Source: an optimization exercise on an open RTL-to-GDS flow (aim: small area and a short achievable clock period). Production flows keep margins and buffers that such runs may drop.
Only simulation tests tie the RTL to the original design; equivalence was not proved.
Power and IR drop assume default switching activity.

[flow/standard.sh]
#!/bin/bash
# synth_recipe.tcl (not shown) runs the flow's synth.tcl, then flattens the netlist and writes it again
# the make line also repeats each setting of config.mk as NAME=value (left out here)
make -C /OpenROAD-flow-scripts/flow DESIGN_CONFIG=/design/flow/config.mk WORK_HOME=/design/flow/orfs CLKGATE_MAP_FILE= SYNTH_SCRIPT=/design/flow/synth_recipe.tcl "${@:-finish}"
[flow/config.mk]
export PLATFORM = sky130hd
export DESIGN_NAME = FPadd
export DESIGN_NICKNAME = FPadd
export VERILOG_FILES = /design/flow/design.v
export SDC_FILE = /design/flow/constraint.sdc
export NUM_CORES = 4
export LEC_CHECK = 0
export CAP_MARGIN = 20
export CORE_MARGIN = 2
export CORE_UTILIZATION = 40
export CTS_BUF_LIST = sky130_fd_sc_hd__clkbuf_8
export SETUP_SLACK_MARGIN = 4.3
export SLEW_MARGIN = 20
[flow/design.v]
module FPadd (
    input         ADD_SUB,
    input  [31:0] FP_A,
    input  [31:0] FP_B,
    input         clk,
    output reg [31:0] FP_Z
);
    integer i, l;
    wire [7:0]  eA = FP_A[30:23], eB = FP_B[30:23];
    wire        zA = ~|eA, zB = ~|eB;
    wire        ffA = &eA, ffB = &eB;
    reg  [7:0]  elt, eeq;
    always @* begin
        elt = ~eA & eB;
        eeq = ~(eA ^ eB);
        for (l = 0; (1 << l) < 8; l = l + 1)
            for (i = 0; i < 8; i = i + 1)
                if (((i >> l) & 1) == 1) begin
                    elt[i] = elt[i] | (eeq[i] & elt[((i >> l) << l) - 1]);
                    eeq[i] = eeq[i] & eeq[((i >> l) << l) - 1];
                end
    end
    wire [4:0]  dAB = eA[4:0] - eB[4:0];
    wire        c   = zA ^ zB;
    wire [2:0]  hA = eA[7:5], hB = eB[7:5];
    wire        geAB = (eA[4:0] >= eB[4:0]), geBA = (eB[4:0] >= eA[4:0]);
    wire        h2AB = ({1'b0, hA} >= {1'b0, hB} + 4'd2), h2BA = ({1'b0, hB} >= {1'b0, hA} + 4'd2);
    wire        h1AB = ({1'b0, hA} == {1'b0, hB} + 4'd1), h1BA = ({1'b0, hB} == {1'b0, hA} + 4'd1);
    wire        zAB  = h2AB | (h1AB & geAB);
    wire        zBA  = h2BA | (h1BA & geBA);
    wire [23:0] mA = {~zA, FP_A[22:0]}, mB = {~zB, FP_B[22:0]};
    reg  [30:0] lt, eqv;
    always @* begin
        lt  = ~FP_A[30:0] & FP_B[30:0];
        eqv = ~(FP_A[30:0] ^ FP_B[30:0]);
        for (l = 0; (1 << l) < 31; l = l + 1)
            for (i = 0; i < 31; i = i + 1)
                if (((i >> l) & 1) == 1) begin
                    lt[i]  = lt[i] | (eqv[i] & lt[((i >> l) << l) - 1]);
                    eqv[i] = eqv[i] & eqv[((i >> l) << l) - 1];
                end
    end
    wire        swp = lt[30];
    wire        xB  = FP_B[31] ^ ~ADD_SUB;
    reg  [23:0] ma1, mb1;
    reg         sa1, sub1, c1, swp1, zab1, zba1, ii1;
    reg  [4:0]  dab1;
    reg  [7:0]  e1;
    always @(posedge clk) begin
        ma1   <= mA;
        mb1   <= mB;
        sa1   <= FP_A[31];
        sub1  <= FP_A[31] ^ xB;
        c1    <= c;
        swp1  <= swp;
        dab1  <= dAB[4:0];
        zab1  <= zAB;
        zba1  <= zBA;
        e1    <= elt[7] ? eB : eA;
        ii1   <= ffA & ffB & ~ADD_SUB;   
    end
    wire [23:0] L0  = swp1 ? mb1 : ma1;
    wire [23:0] S0  = swp1 ? (ma1 ^ {24{sub1}}) : (mb1 ^ {24{sub1}});
    wire [4:0]  sh  = swp1 ? (~dab1 + {4'd0, ~c1}) : (dab1 - {4'd0, c1});
    wire        shz = swp1 ? zba1 : zab1;
    wire [57:0] sw  = {{31{sub1}}, S0, {3{sub1}}} >> sh;
    wire [26:0] sal = shz ? {27{sub1}} : sw[26:0];
    reg  [23:0] l2;
    reg  [26:0] s2al;
    reg  [7:0]  e2;
    reg         sl2, sub2, nan2;
    always @(posedge clk) begin
        l2    <= L0;
        s2al  <= sal;
        e2    <= e1;
        sl2   <= sa1 ^ (swp1 & sub1);
        sub2  <= sub1;
        nan2  <= ii1 | ((e1 == 8'hFF) & |L0[22:0]);
    end
    wire [27:0] xo = {1'b0, l2, 3'b000};
    wire [27:0] yo = {sub2, s2al};
    reg  [27:0] g, p;
    always @* begin
        g = xo & yo;
        p = xo ^ yo;
        g[0] = g[0] | (p[0] & sub2);
        for (l = 0; (1 << l) < 28; l = l + 1)
            for (i = 0; i < 28; i = i + 1)
                if (((i >> l) & 1) == 1) begin
                    g[i] = g[i] | (p[i] & g[((i >> l) << l) - 1]);
                    p[i] = p[i] & p[((i >> l) << l) - 1];
                end
    end
    wire [27:0] M = (xo ^ yo) ^ {g[26:0], sub2};
    reg  [27:0] m3;
    reg  [7:0]  e3;
    reg         sl3, sub3, nan3;
    always @(posedge clk) begin
        m3   <= {M[27:1], 1'b0};
        e3   <= e2;
        sl3  <= sl2;
        sub3 <= sub2;
        nan3 <= nan2;
    end
    wire [31:0] w = {1'b0, m3[26:0], 1'b1, 3'b000};
    reg  [15:0] v1;  reg [15:0] c1l;
    reg  [7:0]  v2;  reg [15:0] c2l;
    reg  [3:0]  v3;  reg [11:0] c3l;
    reg  [1:0]  v4;  reg [7:0]  c4l;
    reg  [4:0]  cnt1;
    always @* begin
        for (i = 0; i < 16; i = i + 1) begin
            v1[i]  = w[2*i+1] | w[2*i];
            c1l[i] = ~w[2*i+1];
        end
        for (i = 0; i < 8; i = i + 1) begin
            v2[i] = v1[2*i+1] | v1[2*i];
            c2l[2*i+:2] = v1[2*i+1] ? {1'b0, c1l[2*i+1]} : {1'b1, c1l[2*i]};
        end
        for (i = 0; i < 4; i = i + 1) begin
            v3[i] = v2[2*i+1] | v2[2*i];
            c3l[3*i+:3] = v2[2*i+1] ? {1'b0, c2l[2*(2*i+1)+:2]} : {1'b1, c2l[2*(2*i)+:2]};
        end
        for (i = 0; i < 2; i = i + 1) begin
            v4[i] = v3[2*i+1] | v3[2*i];
            c4l[4*i+:4] = v3[2*i+1] ? {1'b0, c3l[3*(2*i+1)+:3]} : {1'b1, c3l[3*(2*i)+:3]};
        end
        cnt1 = v4[1] ? {1'b0, c4l[7:4]} : {1'b1, c4l[3:0]};
    end
    reg  [26:0] msk;
    always @* begin
        for (i = 0; i <= 26; i = i + 1)
            msk[i] = ({1'b0, e3} >= 9'd26 - i);
    end
    wire        zero = ~|m3;
    wire        top  = m3[27] | m3[26];
    wire        isDN = ~top & (e3 == 8'd1);
    wire        keep = top | (e3 == 8'd0) | isDN;
    wire        dnrm = ~|(m3[26:0] & msk);
    reg  [27:0] m4;
    reg  [4:0]  k4;
    reg  [7:0]  e4;
    reg         ez4, s4, nan4, inf4;
    always @(posedge clk) begin
        m4    <= m3;
        k4    <= m3[27] ? 5'd0 : keep ? 5'd1 : dnrm ? e3[4:0] : cnt1;
        e4    <= e3 + 8'd1;
        ez4   <= isDN | (~keep & dnrm) | zero;
        s4    <= sl3 & ~(sub3 & zero);
        nan4  <= nan3;
        inf4  <= (e3 == 8'hFF);   
    end
    wire [28:0] ml = {m4, 1'b0} << k4;
    wire [7:0]  en = ez4 ? 8'd0 : (e4 - {3'b000, k4});
    reg  [24:0] sig5;
    reg  [7:0]  e5;
    reg         s5, nan5, inf5;
    always @(posedge clk) begin
        sig5  <= ml[28:4];
        e5    <= en;
        s5    <= s4;
        nan5  <= nan4;
        inf5  <= inf4;
    end
    reg  [24:0] a;
    always @* begin
        a = sig5;
        for (l = 0; (1 << l) < 25; l = l + 1)
            for (i = 0; i < 25; i = i + 1)
                if (((i >> l) & 1) == 1)
                    a[i] = a[i] & a[((i >> l) << l) - 1];
    end
    wire [22:0] frac = sig5[23:1] ^ a[22:0];
    wire        rc   = a[24];
    wire [7:0]  ez   = rc ? (e5 + 8'd1) : e5;
    wire        infz = inf5 | (ez == 8'hFF);
    always @(posedge clk) begin
        if (nan5)
            FP_Z <= {s5, 8'hFF, 23'h400000};
        else if (infz)
            FP_Z <= {s5, 8'hFF, 23'h000000};
        else
            FP_Z <= {s5, ez, frac};
    end
endmodule
[flow/flow/run.sh]
#!/bin/bash
# The standard layout (standard.sh: the standard ORFS synthesis through
# finish, unchanged) with two differences in how the layout is made:
#  - the buffers that global placement puts on every input and output port
#    are buf_2 cells instead of the default pick (clkdlybuf4s50_1, a slow
#    clock-delay cell);
#  - clock tree synthesis builds the tree from clkbuf_8 cells, clusters up to
#    16 flip-flops within 80 um on each leaf buffer, and inserts no dummy
#    loads.
# standard.sh's output goes to standard.log here; ORFS keeps each step's full
# log under orfs/logs/.
set -euo pipefail
cd "$(dirname "$0")/.."
export BUFFER_PORTS_ARGS="-buffer_cell sky130_fd_sc_hd__buf_2"
export CTS_ARGS="-sink_clustering_enable -repair_clock_nets -dont_use_dummy_load -buf_list sky130_fd_sc_hd__clkbuf_8 -sink_clustering_size 16 -sink_clustering_max_diameter 80"
bash standard.sh > standard.log 2>&1
[flow/constraint.sdc]
create_clock -name core_clock -period 7.0 [get_ports {clk}]
set_input_delay 1.4000 -clock core_clock [delete_from_list [all_inputs] [get_ports {clk}]]
set_output_delay 1.4000 -clock core_clock [all_outputs]
set_load 0.01 [all_outputs]
==> summary.txt, run 1 <==
NumNets Final=1667; combinational group share of total power=45.9%; Die Y-Extent=188.5 um; Post-DRT Antenna Nets=0; # H-tree levels=1; Die Footprint=35540 um2; Crit. path cell count=12; Max-cap violations=0; layout cells sized above 1=19.56%; # setup viols final=0; met2 routed WL=15980 um; GP Congestion=0.9129; Flop pwr share=41.6%; CTS tree=yes; initial core utilization=40.62%; Post-Syn Instances=1408; slowest CP cell=or3_1; delay of the slowest cell on the worst path=0.36 ns; r2r worst-path depth=12; largest net degree at the start of global routing=62; IO Port Bufs=97; largest cells by area after synthesis=dfxtp_1 41%, ha_1 8.4%, mux2i_1 5.7%, xnor2_1 5.0%, mux4_2 4.5%; DRC Markers=0; GR Util All Layers=17.05%; antenna cells=0; largest area contributor in the netlist=dfxtp_1; number of CTS-inserted buffers=22; hold_sp=e2[5]$_DFF_P_; Die Wd=188.5 um; Max Fclk=380.1 MHz; Worst-Skew Late Latency=0.55 ns; cts hold-fix bufs=0; status=timing/DRC/antenna clean; area grow syn2layout=13.17%; Async S/R FF share, synth=0%; Sw Share=39.31%; hold path cells=0; Max VDD drop=0.0001748 V; initial drt markers=467; met3 routed WL=859 um; Int Pwr=3.677 mW; top sig layer=met4; syn_nets=1570; wire per inst=15.99 um; synthesized area per cell=9.673 um2; Clock Power Share=12.5%; hold worst-path end=e3[5]$_DFF_P_; LEAKAGE=6.584 nW; Layout Skew=0.03290 ns; WS Path Type=reg2reg; crit path max fanout=12; Fin. Hold Viols=0; row count=67; critical path cell sequence=inv_1, ha_4, ha_1, and2_1, nor2_4, buf_12, mux2i_4, xnor2_1, nor2b_1, a211oi_2, a211oi_1, or3_1; core box area=33530 um2; worst reg2reg endpoint=s2al[4]$_DFF_P_; top cell type's share of synthesized area=41.16%; first-pass GRT wire length=49740 um; # IOs=98; Sum Neg Setup Slack=0 ns; Post-synth EDFFs=0; placed cells=1912; flop-to-flop setup slack=4.37 ns; final WL=31190 um; via count=10120; Min-Delay Path Class=reg2reg; clock sinks=280; clk slew on worst S/H paths=0.09 ns; crit start category=flip-flop; Detailed Routing Iterations Pass 1=5; RR Startpoint=c1$_DFF_P_; Buf/Inv on CP=2; vias per cell=5.186; Seq/Total Area, Yosys=41.16%; post-synthesis register bit count=280; Tcrit/Tclk final=37.59%; GRT overflow=0; RSZ-0062 raised after global routing=true; final cell count without fillers=1951; Setup crit end kind=flip-flop; WP data arrival=3.06 ns; clk buf depth=3; YS warnings=1; met1 wire length=13330 um; antenna violations before repair=0; vias in the first global route=9820; DP Wirelength=24210 um; Critical Path RT=7.43 ns; Synth Flop Type=dfxtp_1; Netlist cell types=68; P_sw=2.381 mW; Worst-Margin Slew=0.7512 ns; top cell family by delay on the critical path=simple AND/OR/NAND/NOR gates; Mapped Area=13620 um2; headroom to the max-slew limit=49.46%; Final Critical Period=2.631 ns; Slew Viols, Final=0; CTS root buffer=clkbuf_8; Power per Cell Area=393.1 nW/um2
-- worst max path at each step --
stage | from | endpoint
6_report | c1$_DFF_P_ | s2al[4]$_DFF_P_
5_1_grt | c1$_DFF_P_ | s2al[4]$_DFF_P_
4_1_cts | c1$_DFF_P_ | s2al[4]$_DFF_P_
3_5_place_dp | FP_B[1] | swp1$_DFF_P_
3_3_place_gp | FP_A[1] | swp1$_DFF_P_
2_1_floorplan | FP_B[9] | swp1$_DFF_P_
-- worst reg2reg max path: cells and delay by family, from the launching register on --
family | cells | cell delay (ns)
and+or+nand+nor | 4 | 0.88
adders and majority gates | 2 | 0.41
DFF | 1 | 0.34
AOI/OAI and AO/OA | 2 | 0.32
muxes | 1 | 0.24
buffers and inverters | 2 | 0.23
xor gates and xnor gates | 1 | 0.09
-- layout by cell type, fill, tap and decap left out, types with 6 or more instances in the layout --
cell type,synthesis,layout
inv_1,84,79
o211ai_1,9,9
ha_1,91,83
dfxtp_2,0,7
o21ai_1,2,7
o22ai_1,6,6
nand2_1,128,128
o21ai_0,55,45
ha_4,0,7
nand4_1,24,24
o21bai_1,9,8
clkbuf_8,0,22
nand3_1,34,32
xor2_1,31,31
mux2i_1,77,74
a21o_1,19,19
and2_1,12,12
mux4_2,27,27
nor4_1,17,15
a211oi_1,22,19
nor2b_1,14,14
and3_1,8,8
dfxtp_1,280,272
nor2_1,108,105
mux2_2,42,42
nor3_1,21,19
buf_4,0,21
a31oi_1,14,13
a21oi_1,69,64
buf_2,14,97
nand2b_1,7,7
xnor2_1,78,76
-- stage by stage --
| stage | setup slack [ns] | utilization (%) | power [mW] | instance area [um2] | hold slack, ns |
|---|---|---|---|---|---|
| floorplan | 4.183 | - | 4.437 | 13750 | 0.3096 |
| global placement | 3.551 | 43.72 | 5.183 | 14660 | 0.3140 |
| detailed placement | 3.501 | 43.72 | 5.208 | 14660 | 0.3128 |
| CTS | 4.260 | 45.16 | 6.042 | 15140 | 0.3360 |
| global route | 4.260 | 45.96 | 6.527 | 15410 | 0.3375 |
| finish | 4.369 | 45.96 | 6.058 | 15410 | 0.3300 |
-- power by group through the flow --
stage | Combinational (mW) | Sequential [mW] | Clock (mW)
detailed placement | 2.65 | 2.56 | 0
finish | 2.78 | 2.52 | 0.758
global placement | 2.63 | 2.55 | 0
global route | 3.08 | 2.59 | 0.854
floorplan | 1.97 | 2.46 | 0
CTS | 2.72 | 2.52 | 0.804
-- layer usage --
metal  vias to the layer above  GRT usage [%]
met4                         0          5.859
met1                      4747          20.19
met3                        67          1.918
met5                         -              0
li1                       5123              -
met2                       181          31.77
-- kinds of logic after synthesis --
group | share of synthesized area (%)
adders and majority gates | 9.095
xor gates and xnor gates | 7.010
muxes | 13.60
DFF | 41.16
and+or+nand+nor | 13.77
buffers and inverters | 4.051
AOI/OAI and AO/OA | 11.32
-- repair_timing --
| action | 4_1_cts | 5_1_grt |
|---|---|---|
| gates resized for setup | 32 | 36 |
| cloned | 0 | 2 |
| buffers inserted | 4 | 11 |
| setup endpoints to repair | 66 | 49 |
| pin swaps | 7 | 18 |
-- area by class of cell --
type,instances,area (um2)
fillers,3238,18120
clock buffers,22,302.8
multi-input cells,991,7854
well taps,448,560.5
flip-flops and latches,280,5618
inverters,86,335.3
repair buffers,124,742.0
-- Yosys cell counts, types with 4 or more instances --
cell type	number
nand4_1	24
nor4_1	17
o21bai_1	9
nand2_1	128
nand2b_1	7
xnor2_1	78
fa_1	5
ha_1	91
buf_2	14
buf_1	6
nor3_1	21
a31o_2	4
nand3_1	34
dfxtp_1	280
a21o_1	19
o21ai_0	55
a31oi_1	14
a211oi_1	22
and3_1	8
o31ai_1	4
nor2b_1	14
a21oi_1	69
clkbuf_1	29
mux4_2	27
o221ai_1	4
mux2_2	42
inv_1	84
o211ai_1	9
nor2_1	108
o22ai_1	6
and2_1	12
a311o_1	4
xor2_1	31
mux2i_1	77
-- sequential cells by signal (all words and copies together), names as in the netlist, 8 cells and up --
| name | flops |
|---|---|
| e5 | 8 |
| ma1 | 24 |
| FP_Z | 32 |
| e1 | 8 |
| e3 | 8 |
| e2 | 8 |
| e4 | 8 |
| m3 | 27 |
| s2al | 27 |
| mb1 | 24 |
| sig5 | 25 |
| l2 | 24 |
| m4 | 27 |
==> run 2: changes to the inputs <==
--- a/flow/config.mk
+++ b/flow/config.mk
@@ -5,6 +5,7 @@
 export SDC_FILE = /design/flow/constraint.sdc
 export NUM_CORES = 4
 export LEC_CHECK = 0
+export ABC_AREA = 1
 export CAP_MARGIN = 20
 export CORE_MARGIN = 2
 export CORE_UTILIZATION = 40
==> summary.txt, run 2 <==
Post-synth EDFFs=0 (unchanged); Synth Flop Type=dfxtp_1 (unchanged); Die Wd=194.1 um (was 188.5 um); post-layout util=44.06% (was 45.96%); GRT overflow=0 (unchanged); Layout Skew=0.04969 ns (was 0.03290 ns); initial core utilization=40.65% (was 40.62%); hold worst-path end=nan4$_DFF_P_ (was e3[5]$_DFF_P_); # setup viols final=0 (unchanged); hold path cells=0 (unchanged); hold_sp=nan3$_DFF_P_ (was e2[5]$_DFF_P_); commonest non-fill, non-tap cell in the layout=nand2_1 (was dfxtp_1); most frequent cells in the layout=560 x nand2_1, 298 x nand3_1, 277 x dfxtp_1 (was 272 x dfxtp_1, 128 x nand2_1, 105 x nor2_1); r2r worst-path depth=10 (was 12); Die Y-Extent=194.1 um (was 188.5 um); vias per cell=4.974 (was 5.186); crit path max fanout=16 (was 12); worst setup margin=4.552 ns (was 4.369 ns); Fin. Hold Viols=0 (unchanged); Post-DRT Antenna Nets=0 (unchanged); Mapped Area=14460 um2 (was 13620 um2); Netlist cell types=52 (was 68); Detailed Routing Iterations Pass 1=5 (unchanged); # IOs=98 (unchanged); syn_nets=2177 (was 1570); final cell count without fillers=2543 (was 1951); register cell area after layout=5609 um2 (was 5618 um2); # H-tree levels=1 (unchanged); layout cells sized above 1=9.707% (was 19.56%); clock sinks=280 (unchanged); most frequent cell after synthesis=nand2_1 (was dfxtp_1); NumNets Final=2245 (was 1667); DP Wirelength=29200 um (was 24210 um); most common library cells after synthesis=562 x nand2_1, 298 x nand3_1, 280 x dfxtp_1 (was 280 x dfxtp_1, 128 x nand2_1, 108 x nor2_1); area occupied by multi-input gates=7722 um2 (was 7854 um2); cts hold-fix bufs=0 (unchanged); crit start category=input port (was flip-flop); status=timing/DRC/antenna clean (unchanged); IO Port Bufs=97 (unchanged); max reg flops=32 (unchanged); Min-Delay Path Class=reg2reg (unchanged); Power per Cell Area=398.4 nW/um2 (was 393.1 nW/um2); largest cells by area after synthesis=dfxtp_1 39%, nand2_1 15%, nand3_1 10%, ha_1 7.9%, inv_1 5.6% (was dfxtp_1 41%, ha_1 8.4%, mux2i_1 5.7%, xnor2_1 5.0%, mux4_2 4.5%); initial drt markers=601 (was 467); GR Util All Layers=19.28% (was 17.05%); clk buf depth=3 (unchanged); Top reg by flops=FP_Z (unchanged); Final Critical Period=2.448 ns (was 2.631 ns); LEAKAGE=7.853 nW (was 6.584 nW); clk slew on worst S/H paths=0.10 ns (was 0.09 ns); Async S/R FF share, synth=0% (unchanged); antenna violations before repair=0 (unchanged); core box area=35570 um2 (was 33530 um2); WP data arrival=2.91 ns (was 3.06 ns); worst slack at placement=3.849 ns (was 3.501 ns); Slew Viols, Final=0 (unchanged); Max Fclk=408.4 MHz (was 380.1 MHz); total power=6.243 mW (was 6.058 mW); Worst-Skew Late Latency=0.59 ns (was 0.55 ns); Post-Syn Instances=2015 (was 1408); # fillers=3698 (was 3238); row count=69 (was 67); vias in the first global route=11980 (was 9820); RSZ-0062 raised after global routing=false (was true); post-synthesis register bit count=280 (unchanged); first-pass GRT wire length=59860 um (was 49740 um); synthesized area per cell=7.175 um2 (was 9.673 um2); Max VDD drop=0.0002638 V (was 0.0001748 V); WS Path Type=in2reg (was reg2reg); worst reg2reg endpoint=e5[7]$_SDFF_PP0_ (was s2al[4]$_DFF_P_); Die Footprint=37680 um2 (was 35540 um2); YS warnings=1 (unchanged); Setup crit end kind=flip-flop (unchanged); area grow syn2layout=8.395% (was 13.17%); Worst-Margin Slew=0.9303 ns (was 0.7512 ns); final WL=36730 um (was 31190 um); CTS tree=yes (unchanged); placed cells=2515 (was 1912); via count=12650 (was 10120); Critical Path RT=7.46 ns (was 7.43 ns); largest area contributor in the netlist=dfxtp_1 (unchanged); flop-to-flop setup slack=4.56 ns (was 4.37 ns); Seq/Total Area, Yosys=38.77% (was 41.16%); largest net degree at the start of global routing=74 (was 62); RR Startpoint=k4[1]$_SDFF_PP0_ (was c1$_DFF_P_); Tcrit/Tclk final=34.98% (was 37.59%); wire per inst=14.44 um (was 15.99 um); headroom to the max-slew limit=37.40% (was 49.46%); GP Congestion=0.8981 (was 0.9129); number of CTS-inserted buffers=22 (unchanged); top cell type's share of synthesized area=38.77% (was 41.16%); DRC Markers=0 (unchanged); Worst setup startpoint=FP_A[26] (was c1$_DFF_P_); CTS root buffer=clkbuf_8 (unchanged); Sum Neg Setup Slack=0 ns (unchanged); Max-cap violations=0 (unchanged)
[run 2: changes by cell type after synthesis, moves of 11 or more]
cell      before  now
mux4_2        27    0
nor2_2         0   23
mux2_2        42    0
xnor2_1       78   26
nand3_1       34  298
a211oi_1      22    3
nand2_1      128  562
inv_1         84  217
mux2i_1       77    3
a21o_1        19    4
o21ai_0       55   99
nor2b_1       14    0
nor3_1        21   10
[run 2: cell type report]
type	count	share of cell area, %
repair buffers	108	3.729
multi-input cells	1445	49.28
well taps	461	3.681
inverters	224	5.493
diodes	1	0.01597
repair inverters	2	0.07984
clock buffers	22	1.932
flip-flops and latches	280	35.79
[run 2: timing repair]
| action | 4_1_cts | 5_1_grt |
|---|---|---|
| endpoints found under the setup margin | 33 | 30 |
| gates resized for setup | 9 | 9 |
| gates cloned | 2 | 0 |
| setup buffers | 0 | 3 |
[run 2: report_power, final]
part | leakage (nW) | switching [mW] | internal, mW
Combinational | 5.34 | 1.86 | 1.06
Clock | 0.158 | 0.498 | 0.282
Sequential | 2.36 | 0.393 | 2.14
[run 2: metrics by stage]
step,hold WS (ns),area (um2)
after floorplan,0.3096,14470
after global placement,0.3126,15280
after detailed placement,0.3136,15280
after CTS,0.3323,15620
after global routing,0.3377,15670
final,0.3347,15670
[run 2: logic make-up (layout without fill, tap and decap cells)]
kind of cell | Yosys count | count (layout) | synth area share, %
adders and majority gates | 96 | 96 | 8.568
and+or+nand+nor | 1069 | 1069 | 32.25
muxes | 3 | 3 | 0.2077
buffers and inverters | 290 | 356 | 8.023
AOI/OAI and AO/OA | 226 | 226 | 8.957
other | 0 | 1 | 0
DFF | 280 | 280 | 38.77
xor gates and xnor gates | 51 | 51 | 3.219
[run 2: worst max-delay path, stage by stage]
cell and delay (ns):
buf_2 0.11, inv_1 0.07, ha_1 0.37, nand2_1 0.09, o21ai_0 0.17, a21oi_1 0.10
o21ai_2 0.43, o21ai_0 0.17
[run 2: worst max-delay path by stage]
stage                            end  slack (ns)  cells after the start
finish                 e1[4]$_DFF_P_        4.55                      8
global route        e5[7]$_SDFF_PP0_        4.31                     10
CTS                  s2al[1]$_DFF_P_        4.30                     10
detailed placement  s2al[15]$_DFF_P_        3.85                     11
global placement    s2al[15]$_DFF_P_        3.89                     11
floorplan              e1[1]$_DFF_P_        4.31                      8
[run 2: metal layers]
layer  wire length (um)  up-vias  track usage (%)
li1                   -     6666                -
met1              16090     5660            23.41
met2              18130      252            35.06
met3               1283       71            2.383
met4               1227        0            6.510
met5                  0        -                0
==> run 3: changes to the inputs <==
--- a/flow/config.mk
+++ b/flow/config.mk
@@ -10,5 +10,5 @@
 export CORE_MARGIN = 2
 export CORE_UTILIZATION = 40
 export CTS_BUF_LIST = sky130_fd_sc_hd__clkbuf_8
-export SETUP_SLACK_MARGIN = 4.3
+export SETUP_SLACK_MARGIN = 4.1
 export SLEW_MARGIN = 20
==> summary.txt, run 3 <==
mux cell area share after synthesis=0.2077% (unchanged); Worst-Margin Slew=0.8897 ns (was 0.9303 ns); most frequent cell after synthesis=nand2_1 (unchanged); largest family of logic cells by synthesized area=simple AND/OR/NAND/NOR gates (unchanged); Die Wd=194.1 um (unchanged); Tcrit/Tclk final=38.42% (was 34.98%); # fillers=3704 (was 3698); crit start category=flip-flop (was input port); status=timing/DRC/antenna clean (unchanged); top cell type's share of synthesized area=38.77% (unchanged); Post-synth EDFFs=0 (unchanged); Final Critical Period=2.690 ns (was 2.448 ns); RSZ-0062 raised after global routing=false (unchanged); Sum Neg Setup Slack=0 ns (unchanged); syn_nets=2177 (unchanged); Synth Flop Type=dfxtp_1 (unchanged); Seq/Total Area, Yosys=38.77% (unchanged); clock sinks=280 (unchanged); first-pass GRT wire length=58860 um (was 59860 um); DP Wirelength=28520 um (was 29200 um); GRT overflow=0 (unchanged); Top reg by flops=FP_Z (unchanged); antenna cells=0 (was 1); Async S/R FF share, synth=0% (unchanged); Detailed Routing Iterations Pass 1=5 (unchanged); max reg flops=32 (unchanged); Power per Cell Area=396.2 nW/um2 (was 398.4 nW/um2); largest area contributor in the netlist=dfxtp_1 (unchanged); Post-DRT Antenna Nets=0 (unchanged); clk slew on worst S/H paths=0.11 ns (was 0.10 ns); largest cells by area after synthesis=dfxtp_1 39%, nand2_1 15%, nand3_1 10%, ha_1 7.9%, inv_1 5.6% (unchanged); most common library cells after synthesis=562 x nand2_1, 298 x nand3_1, 280 x dfxtp_1 (unchanged); Netlist cell types=52 (unchanged); Fin. Hold Viols=0 (unchanged); YS warnings=1 (unchanged); Area after DPL=15250 um2 (was 15280 um2); area grow syn2layout=8.481% (was 8.395%); DRC Markers=0 (unchanged); worst setup margin=4.310 ns (was 4.552 ns); # IOs=98 (unchanged); largest net degree at the start of global routing=74 (unchanged); crit path max fanout=29 (was 16); number of CTS-inserted buffers=23 (was 22); most frequent cells in the layout=562 x nand2_1, 298 x nand3_1, 277 x dfxtp_1 (was 560 x nand2_1, 298 x nand3_1, 277 x dfxtp_1); # setup viols final=0 (unchanged); WS Path Type=reg2reg (was in2reg); layout cells sized above 1=9.554% (was 9.707%); wire per inst=14.13 um (was 14.44 um); GR Util All Layers=18.77% (was 19.28%); area share of fa/ha/maj cells after synthesis=8.568% (unchanged); IO Port Bufs=97 (unchanged); Min-Delay Path Class=reg2reg (unchanged); vias in the first global route=11940 (was 11980); cell area after layout=15680 um2 (was 15670 um2); clk buf depth=3 (unchanged); Max Fclk=371.8 MHz (was 408.4 MHz); synthesized area per cell=7.175 um2 (unchanged); vias per cell=4.971 (was 4.974); placed cells=2513 (was 2515); Post-Synth Simple-Gate Area=32.25% (unchanged); via count=12650 (about the same); row count=69 (unchanged); # H-tree levels=1 (unchanged); antenna violations before repair=0 (unchanged); WP data arrival=3.23 ns (was 2.91 ns); GP Congestion=0.9221 (was 0.8981); register cell area after layout=5609 um2 (unchanged); Critical Path RT=7.54 ns (was 7.46 ns); Setup crit end kind=flip-flop (unchanged); final cell count without fillers=2544 (was 2543); Max-cap violations=0 (unchanged); initial core utilization=40.65% (unchanged); CTS tree=yes (unchanged); worst slack at placement=3.606 ns (was 3.849 ns); headroom to the max-slew limit=40.47% (was 37.40%); final WL=35960 um (was 36730 um); NumNets Final=2247 (was 2245); core box area=35570 um2 (unchanged); Post-Syn Instances=2015 (unchanged); Die Footprint=37680 um2 (unchanged); Max VDD drop=0.0002610 V (was 0.0002638 V); initial drt markers=652 (was 601); LEAKAGE=7.866 nW (was 7.853 nW); Layout Skew=0.06580 ns (was 0.04969 ns); area occupied by multi-input gates=7727 um2 (was 7722 um2); Slew Viols, Final=0 (unchanged); Mapped Area=14460 um2 (unchanged); Die Y-Extent=194.1 um (unchanged); XOR/XNOR share of the synthesized area=3.219% (unchanged); commonest non-fill, non-tap cell in the layout=nand2_1 (unchanged); complex-gate fraction of the synthesized area=8.957% (unchanged); post-synthesis register bit count=280 (unchanged); Worst-Skew Late Latency=0.60 ns (was 0.59 ns); CTS root buffer=clkbuf_8 (unchanged); Hold Slack=0.3282 ns (was 0.3347 ns)
[run 3: area by class of cell]
class | count | area share, %
Sequential cell | 280 | 35.76
Multi-Input combinational cell | 1446 | 49.27
Clock buffer | 23 | 2.018
Timing Repair inverter | 2 | 0.06382
Timing Repair Buffer | 108 | 3.749
Inverter | 224 | 5.457
Tap cell | 461 | 3.678
[run 3: timing repair]
action / in CTS / in global routing
setup endpoints to repair: 27 / 40
pin swaps: 1 / 1
setup buffers: 0 / 5
gates cloned: 1 / 2
gates resized for setup: 4 / 8
hold buffers: 0 / 0
[run 3: logic make-up (layout without fill, tap and decap cells)]
family,count (synthesis),count (layout)
AND/OR/NAND/NOR,1069,1069
buffers and inverters,290,357
flip-flops,280,280
AO/OA/AOI/OAI,226,226
adder cells (fa/ha/maj),96,96
XOR/XNOR,51,52
multiplexers,3,3
[run 3: metal layers]
metal	track usage, %	part of all wire, %	up-vias	routed length [um]
met4	6.257	3.5	0	1267
met5	0	0	-	0
met3	2.453	3.4	77	1213
met2	34.51	50	264	17910
met1	22.42	43	5647	15570
li1	-	-	6659	-
[run 3: critical path, stage by stage (launching register included)]
cell and delay [ns]:
dfxtp_1 0.34, inv_1 0.04, ha_1 0.20, ha_1 0.27, nand2_1 0.06, o21ai_2 0.07
buf_4 0.32, clkinvlp_2 0.52, nand3_1 0.30, nand3_1 0.16, nand3_1 0.11, nand3_1 0.12
nand3_1 0.12
[run 3: per-stage QoR]
step	total power [mW]	util (%)
after floorplan	4.605	-
after global placement	5.420	42.89
after detailed placement	5.442	42.89
after CTS	6.251	43.87
after global routing	6.803	44.09
final	6.213	44.09
[run 3: path summary, 6_finish.rpt]
check	start	to	slack, ns	cells past startpoint
setup / recovery	c1$_DFF_P_	s2al[9]$_DFF_P_	4.31	12
hold / removal	sl2$_DFF_P_	sl3$_DFF_P_	0.33	0
setup reg to reg	c1$_DFF_P_	s2al[9]$_DFF_P_	4.31	12
hold reg to reg	sl2$_DFF_P_	sl3$_DFF_P_	0.33	0
[run 3: where the power goes]
group          total, mW  internal (mW)  switching [mW]
logic               2.92           1.07            1.85
clock network      0.782          0.294           0.489
registers           2.51           2.14           0.369
==> run 4: changes to the inputs <==
--- a/flow/config.mk
+++ b/flow/config.mk
@@ -10,5 +10,5 @@
 export CORE_MARGIN = 2
 export CORE_UTILIZATION = 40
 export CTS_BUF_LIST = sky130_fd_sc_hd__clkbuf_8
-export SETUP_SLACK_MARGIN = 4.1
+export SETUP_SLACK_MARGIN = 4.45
 export SLEW_MARGIN = 20
==> summary.txt, run 4 <==
status=timing/DRC/antenna clean (unchanged); Netlist cell types=52 (unchanged); Fin. Hold Viols=0 (unchanged); DP Wirelength=29140 um (was 28520 um); Top reg by flops=FP_Z (unchanged); initial core utilization=40.65% (unchanged); Post-DRT Antenna Nets=0 (unchanged); XOR/XNOR share of the synthesized area=3.219% (unchanged); Buf/Inv on CP=1 (was 3); row count=69 (unchanged); delay of the slowest cell on the worst path=0.32 ns (was 0.52 ns); largest net degree at the start of global routing=74 (unchanged); Synth Flop Type=dfxtp_1 (unchanged); complex-gate fraction of the synthesized area=8.957% (unchanged); Die Y-Extent=194.1 um (unchanged); area grow syn2layout=9.459% (was 8.481%); vias per cell=4.982 (was 4.971); met1 wire length=15870 um (was 15570 um); number of CTS-inserted buffers=23 (unchanged); top cell type's share of synthesized area=38.77% (unchanged); RSZ-0062 raised after global routing=false (unchanged); # setup viols final=0 (unchanged); antenna cells=0 (unchanged); clk slew on worst S/H paths=0.10 ns (was 0.11 ns); Layout Skew=0.03440 ns (was 0.06580 ns); WP data arrival=1.02 ns (was 3.23 ns); IO Port Bufs=97 (unchanged); largest area contributor in the netlist=dfxtp_1 (unchanged); LEAKAGE=7.867 nW (was 7.866 nW); Seq/Total Area, Yosys=38.77% (unchanged); Post-Synth Simple-Gate Area=32.25% (unchanged); Detailed Routing Iterations Pass 1=5 (unchanged); Die Wd=194.1 um (unchanged); Max VDD drop=0.0002438 V (was 0.0002610 V); final cell count without fillers=2546 (was 2544); Setup crit end kind=primary output (was flip-flop); NumNets Final=2249 (was 2247); largest family of logic cells by synthesized area=simple AND/OR/NAND/NOR gates (unchanged); crit start category=flip-flop (unchanged); Post-Syn Instances=2015 (unchanged); met3 routed WL=1391 um (was 1213 um); crit path max fanout=1 (was 29); most common library cells after synthesis=562 x nand2_1, 298 x nand3_1, 280 x dfxtp_1 (unchanged); worst setup margin=4.579 ns (was 4.310 ns); Critical Path RT=5.60 ns (was 7.54 ns); post-synthesis register bit count=280 (unchanged); Area after DPL=15370 um2 (was 15250 um2); via count=12680 (was 12650); most frequent cell after synthesis=nand2_1 (unchanged); total power=6.283 mW (was 6.213 mW); CTS tree=yes (unchanged); Worst-Margin Slew=0.9733 ns (was 0.8897 ns); clock sinks=280 (unchanged); # IOs=98 (unchanged); syn_nets=2177 (unchanged); clk buf depth=3 (unchanged); GRT overflow=0 (unchanged); vias in the first global route=12050 (was 11940); YS warnings=1 (unchanged); Hold Slack=0.3326 ns (was 0.3282 ns); Post-synth EDFFs=0 (unchanged); core box area=35570 um2 (unchanged); mux cell area share after synthesis=0.2077% (unchanged); most frequent cells in the layout=559 x nand2_1, 298 x nand3_1, 276 x dfxtp_1 (was 562 x nand2_1, 298 x nand3_1, 277 x dfxtp_1); worst slack at placement=3.772 ns (was 3.606 ns); CTS root buffer=clkbuf_8 (unchanged); top sig layer=met4 (unchanged); largest cells by area after synthesis=dfxtp_1 39%, nand2_1 15%, nand3_1 10%, ha_1 7.9%, inv_1 5.6% (unchanged); Final Critical Period=2.421 ns (was 2.690 ns); antenna violations before repair=0 (unchanged); WS Path Type=reg2out (was reg2reg); Power per Cell Area=397.0 nW/um2 (was 396.2 nW/um2); Max-cap violations=0 (unchanged); # H-tree levels=1 (unchanged); headroom to the max-slew limit=34.51% (was 40.47%); cts hold-fix bufs=0 (unchanged); commonest non-fill, non-tap cell in the layout=nand2_1 (unchanged); synthesized area per cell=7.175 um2 (unchanged); Min-Delay Path Class=reg2reg (unchanged); wire per inst=14.54 um (was 14.13 um); Sum Neg Setup Slack=0 ns (unchanged); critical path cell sequence=buf_2 (was inv_1, ha_1, ha_1, nand2_1, o21ai_2, buf_4, clkinvlp_2, nand3_1, nand3_1, nand3_1, nand3_1, nand3_1); final WL=37020 um (was 35960 um); GR Util All Layers=19.42% (was 18.77%); cell area after layout=15830 um2 (was 15680 um2); Max Fclk=413.0 MHz (was 371.8 MHz); Mapped Area=14460 um2 (unchanged); max reg flops=32 (unchanged); Slew Viols, Final=0 (unchanged); top cell family by delay on the critical path=flip-flops (was buffers and inverters); Die Footprint=37680 um2 (unchanged); Tcrit/Tclk final=34.59% (was 38.42%); slowest CP cell=dfxtp_1 (was clkinvlp_2); GP Congestion=0.9264 (was 0.9221); layout cells sized above 1=10.65% (was 9.554%); area share of fa/ha/maj cells after synthesis=8.568% (unchanged); met2 routed WL=18660 um (was 17910 um); Worst-Skew Late Latency=0.59 ns (was 0.60 ns); post-layout util=44.49% (was 44.09%); Async S/R FF share, synth=0% (unchanged); placed cells=2516 (was 2513); DRC Markers=0 (unchanged); first-pass GRT wire length=60580 um (was 58860 um); initial drt markers=675 (was 652)
## run 4: cell count changes in the layout (fill, tap and decap cells not counted), moves of 2 or more
| cell | delta |
|---|---|
| inv_1 | -8 |
| nand2_2 | +2 |
| buf_12 | +2 |
| nand2_1 | -3 |
| ha_4 | +6 |
| clkinvlp_4 | +2 |
| ha_1 | -6 |
| inv_2 | +4 |
## run 4: final timing paths
kind / slack [ns] / cells after the start / startpoint / to
setup / recovery: 4.58 / 1 / FP_Z[5]$_SDFF_PP0_ / FP_Z[5]
hold / removal: 0.33 / 0 / inf4$_DFF_P_ / inf5$_DFF_P_
setup reg to reg: 4.62 / 6 / k4[0]$_SDFF_PP0_ / sig5[18]$_DFF_P_
hold reg to reg: 0.33 / 0 / inf4$_DFF_P_ / inf5$_DFF_P_
## run 4: cell families (layout without fill, tap and decap cells)
kind of cell | Yosys count | count (layout)
buffers and inverters | 290 | 360
xor gates and xnor gates | 51 | 51
muxes | 3 | 3
adders and majority gates | 96 | 96
DFF | 280 | 280
and+or+nand+nor | 1069 | 1069
AOI/OAI and AO/OA | 226 | 226
## run 4: where the power goes
part | internal [mW] | leakage (nW) | switching [mW]
Combinational | 1.08 | 5.34 | 1.90
Clock | 0.294 | 0.165 | 0.510
Sequential | 2.14 | 2.36 | 0.358
## run 4: routing by layer
layer  GRT usage, %  up-vias
met5              0        -
met4          5.696        0
met3          2.540       68
met2          36.02      253
met1          23.23     5705
li1               -     6657
## run 4: area by class of cell
cell class | count | area [um2]
Multi-Input combinational cell | 1445 | 7814
Sequential cell | 280 | 5610
Timing Repair Buffer | 109 | 616.8
Fill cell | 3712 | 19740
Tap cell | 461 | 576.8
Timing Repair inverter | 4 | 22.52
Clock buffer | 23 | 316.6
Inverter | 224 | 868.3
## run 4: timing repair
item	CTS	global route
cloned	2	2
buffers inserted	2	1
resized for setup	13	14
endpoints found under the setup margin	34	35
==> run 5: changes to the inputs <==
==> flow/flow/run.sh (replaced) <==
#!/bin/bash
# The standard layout (standard.sh: the standard ORFS synthesis through
# finish, unchanged) with two differences in how the layout is made:
#  - the buffers that global placement puts on every input and output port
#    are buf_2 cells instead of the default pick (clkdlybuf4s50_1, a slow
#    clock-delay cell);
#  - clock tree synthesis inserts no dummy loads.
set -euo pipefail
cd "$(dirname "$0")/.."
export BUFFER_PORTS_ARGS="-buffer_cell sky130_fd_sc_hd__buf_2"
export CTS_ARGS="-sink_clustering_enable -repair_clock_nets -dont_use_dummy_load -buf_list sky130_fd_sc_hd__clkbuf_8 -sink_clustering_size 12 -sink_clustering_max_diameter 80"
bash standard.sh > standard.log 2>&1
--- a/flow/config.mk
+++ b/flow/config.mk
@@ -5,10 +5,9 @@
 export SDC_FILE = /design/flow/constraint.sdc
 export NUM_CORES = 4
 export LEC_CHECK = 0
-export ABC_AREA = 1
 export CAP_MARGIN = 20
 export CORE_MARGIN = 2
 export CORE_UTILIZATION = 40
 export CTS_BUF_LIST = sky130_fd_sc_hd__clkbuf_8
-export SETUP_SLACK_MARGIN = 4.45
+export SETUP_SLACK_MARGIN = 4.3
 export SLEW_MARGIN = 20
==> summary.txt, run 5 <==
RR Startpoint=sig5[12]$_SDFF_PP0_ (was k4[0]$_SDFF_PP0_); delay of the slowest cell on the worst path=0.61 ns (was 0.32 ns); Seq/Total Area, Yosys=41.16% (was 38.77%); antenna cells=0 (unchanged); GR Util All Layers=17.32% (was 19.42%); Post-Syn Instances=1408 (was 2015); Post-DRT Antenna Nets=0 (unchanged); Min-Delay Path Class=reg2reg (unchanged); Area after DPL=14660 um2 (was 15370 um2); # IOs=98 (unchanged); status=timing/DRC/antenna clean (unchanged); headroom to the max-slew limit=52.36% (was 34.51%); largest cells by area after synthesis=dfxtp_1 41%, ha_1 8.4%, mux2i_1 5.7%, xnor2_1 5.0%, mux4_2 4.5% (was dfxtp_1 39%, nand2_1 15%, nand3_1 10%, ha_1 7.9%, inv_1 5.6%); post-synthesis register bit count=280 (unchanged); CTS tree=yes (unchanged); final cell count without fillers=1969 (was 2546); wire per inst=16.19 um (was 14.54 um); Die Y-Extent=188.5 um (was 194.1 um); Max-cap violations=0 (unchanged); Layout Skew=0.08959 ns (was 0.03440 ns); Setup crit end kind=flip-flop (was primary output); IO Port Bufs=97 (unchanged); crit start category=flip-flop (unchanged); Tcrit/Tclk final=38.15% (was 34.59%); Max Fclk=374.5 MHz (was 413.0 MHz); initial core utilization=40.62% (was 40.65%); most frequent cells in the layout=270 x dfxtp_1, 128 x nand2_1, 104 x nor2_1 (was 559 x nand2_1, 298 x nand3_1, 276 x dfxtp_1); syn_nets=1570 (was 2177); DRC Markers=0 (unchanged); Worst-Skew Late Latency=0.59 ns (about the same); Worst setup startpoint=sig5[12]$_SDFF_PP0_ (was FP_Z[5]$_SDFF_PP0_); critical path cell sequence=nand4_1, nor4_2, nand4_1, nor2_4, mux2_2, or4b_4, nand2_8, nor2_1 (was buf_2); area grow syn2layout=15.39% (was 9.459%); NumNets Final=1685 (was 2249); Die Footprint=35540 um2 (was 37680 um2); antenna violations before repair=0 (unchanged); Mapped Area=13620 um2 (was 14460 um2); # setup viols final=0 (unchanged); post-layout util=46.87% (was 44.49%); Hold Slack=0.3257 ns (was 0.3326 ns); Critical Path RT=7.39 ns (was 5.60 ns); Synth Flop Type=dfxtp_1 (unchanged); largest area contributor in the netlist=dfxtp_1 (unchanged); Detailed Routing Iterations Pass 1=7 (was 5); Sum Neg Setup Slack=0 ns (unchanged); Final Critical Period=2.671 ns (was 2.421 ns); worst reg2reg endpoint=FP_Z[18]$_SDFF_PP0_ (was sig5[18]$_DFF_P_); via count=10260 (was 12680); core box area=33530 um2 (was 35570 um2); cell repeated most along the worst path=nand4_1; row count=67 (was 69); YS warnings=1 (unchanged); number of CTS-inserted buffers=28 (was 23); largest net degree at the start of global routing=62 (was 74); clk slew on worst S/H paths=0.08 ns (was 0.10 ns); Async S/R FF share, synth=0% (unchanged); Fin. Hold Viols=0 (unchanged); LEAKAGE=6.683 nW (was 7.867 nW); r2r worst-path depth=8 (was 6); CTS root buffer=clkbuf_8 (unchanged); Post-synth EDFFs=0 (unchanged); clock sinks=280 (unchanged); vias per cell=5.209 (was 4.982); Max VDD drop=0.0001680 V (was 0.0002438 V); Top reg by flops=FP_Z (unchanged); most common library cells after synthesis=280 x dfxtp_1, 128 x nand2_1, 108 x nor2_1 (was 562 x nand2_1, 298 x nand3_1, 280 x dfxtp_1); WP data arrival=3.06 ns (was 1.02 ns); WS Path Type=reg2reg (was reg2out); final WL=31870 um (was 37020 um); crit path max fanout=9 (was 1); worst setup path end=FP_Z[18]$_SDFF_PP0_ (was FP_Z[5]); clk buf depth=3 (unchanged); slowest CP cell=or4b_4 (was dfxtp_1); commonest non-fill, non-tap cell in the layout=dfxtp_1 (was nand2_1); Power per Cell Area=397.9 nW/um2 (was 397.0 nW/um2); GRT overflow=0 (unchanged); vias in the first global route=9929 (was 12050); top cell type's share of synthesized area=41.16% (was 38.77%); first-pass GRT wire length=50480 um (was 60580 um); GP Congestion=0.9129 (was 0.9264); RSZ-0062 raised after global routing=true (was false); flop-to-flop setup slack=4.33 ns (was 4.62 ns); DP Wirelength=24210 um (was 29140 um); Worst-Margin Slew=0.7081 ns (was 0.9733 ns); cts hold-fix bufs=0 (unchanged); Slew Viols, Final=0 (unchanged); Netlist cell types=68 (was 52); max reg flops=32 (unchanged); placed cells=1912 (was 2516); most frequent cell after synthesis=dfxtp_1 (was nand2_1); Die Wd=188.5 um (was 194.1 um); # H-tree levels=1 (unchanged); layout cells sized above 1=21.89% (was 10.65%); cell area after layout=15720 um2 (was 15830 um2); synthesized area per cell=9.673 um2 (was 7.175 um2); initial drt markers=501 (was 675)
run 5: cell count changes after synthesis, moves of 14 or more:
cell,before,now
a21o_1,4,19
mux4_2,0,27
inv_1,217,84
a211oi_1,3,22
nand2_1,562,128
nor2b_1,0,14
mux2i_1,3,77
xnor2_1,26,78
mux2_2,0,42
nand3_1,298,34
o21ai_0,99,55
nor2_2,23,0
run 5: cell families after synthesis:
group / synth area share, %
AOI/OAI and AO/OA: 11.32
xor gates and xnor gates: 7.010
adders and majority gates: 9.095
buffers and inverters: 4.051
DFF: 41.16
muxes: 13.60
and+or+nand+nor: 13.77
run 5: worst min-delay path by stage:
stage	startpoint	slack [ns]	end	depth (start not counted)
3_3_place_gp	s5$_DFF_P_	0.31	FP_Z[31]$_DFF_P_	0
2_1_floorplan	s5$_DFF_P_	0.31	FP_Z[31]$_DFF_P_	0
5_1_grt	e2[3]$_DFF_P_	0.33	e3[3]$_DFF_P_	0
6_report	nan3$_DFF_P_	0.33	nan4$_DFF_P_	0
3_5_place_dp	sl2$_DFF_P_	0.31	sl3$_DFF_P_	0
4_1_cts	nan3$_DFF_P_	0.33	nan4$_DFF_P_	0
run 5: worst max-delay path, delay by kind of cell, from the launching register on:
kind | cells | cell delay, ns
simple gates | 7 | 1.74
flops | 1 | 0.38
mux | 1 | 0.35
run 5: area by class of cell:
type / instances / area [um2]
clock buffers: 28 / 385.4
fillers: 3216 / 17820
inverters: 86 / 335.3
multi-input cells: 992 / 7960
flip-flops and latches: 280 / 5623
well taps: 448 / 560.5
repair buffers: 135 / 850.8
run 5: repair_timing:
item,CTS,global route
pin swaps,11,19
setup endpoints to repair,66,47
resized for setup,40,53
gates cloned,0,4
endpoints found under the hold margin,0,0
setup buffers,9,16
run 5: report_power, final:
group | total [mW] | switching [mW] | internal [mW]
combinational | 2.87 | 1.55 | 1.32
clock | 0.854 | 0.500 | 0.354
sequential | 2.52 | 0.387 | 2.14
run 5: per-layer routing:
layer	wire (um)	track usage (%)	vias to the layer above
li1	-	-	5152
met1	13580	20.57	4848
met2	16420	32.44	192
met3	978	1.974	65
met4	898	5.379	0
met5	0	0	-
run 5: per-stage QoR:
stage	power [mW]	setup slack [ns]
4_1_cts	6.166	4.297
3_5_place_dp	5.208	3.501
5_1_grt	6.728	4.221
6_report	6.254	4.329
3_3_place_gp	5.183	3.551
2_1_floorplan	4.437	4.183

[re-timing with driven ports]
How much do the figures lean on ideal ports? The routed layouts below were timed once more, with nothing changed but the port constraints. Step 1 assumes that a clkbuf_16 drives the clock port and a buf_2 every other input. Step 2 moves the port delays by t, midway between the first and last clock arrival at a register: inputs arrive t later, outputs are due t later. That takes back most of the time a late clock gives input paths. Slacks: no drivers / after step 1 / after step 2; pairs: no drivers / after step 1.
| run | t, ns | setup slack, ns | hold slack, ns |
|---|---|---|---|
| run 1 | 0.583 | 4.369 / 4.369 / 3.832 | 0.330 / 0.330 / 0.330 |
| run 2 | 0.612 | 4.552 / 4.545 / 3.959 | 0.335 / 0.335 / 0.335 |
| run 3 | 0.616 | 4.310 / 4.310 / 3.869 | 0.328 / 0.328 / 0.328 |
| run 4 | 0.625 | 4.579 / 4.530 / 4.022 | 0.333 / 0.333 / 0.333 |
| run 5 | 0.587 | 4.329 / 4.329 / 3.866 | 0.326 / 0.326 / 0.326 |
After both steps setup and hold are still met in every run listed. The setup slack of run 2, which loses most, moves by -0.007 ns with the drivers and by -0.593 ns with both steps.
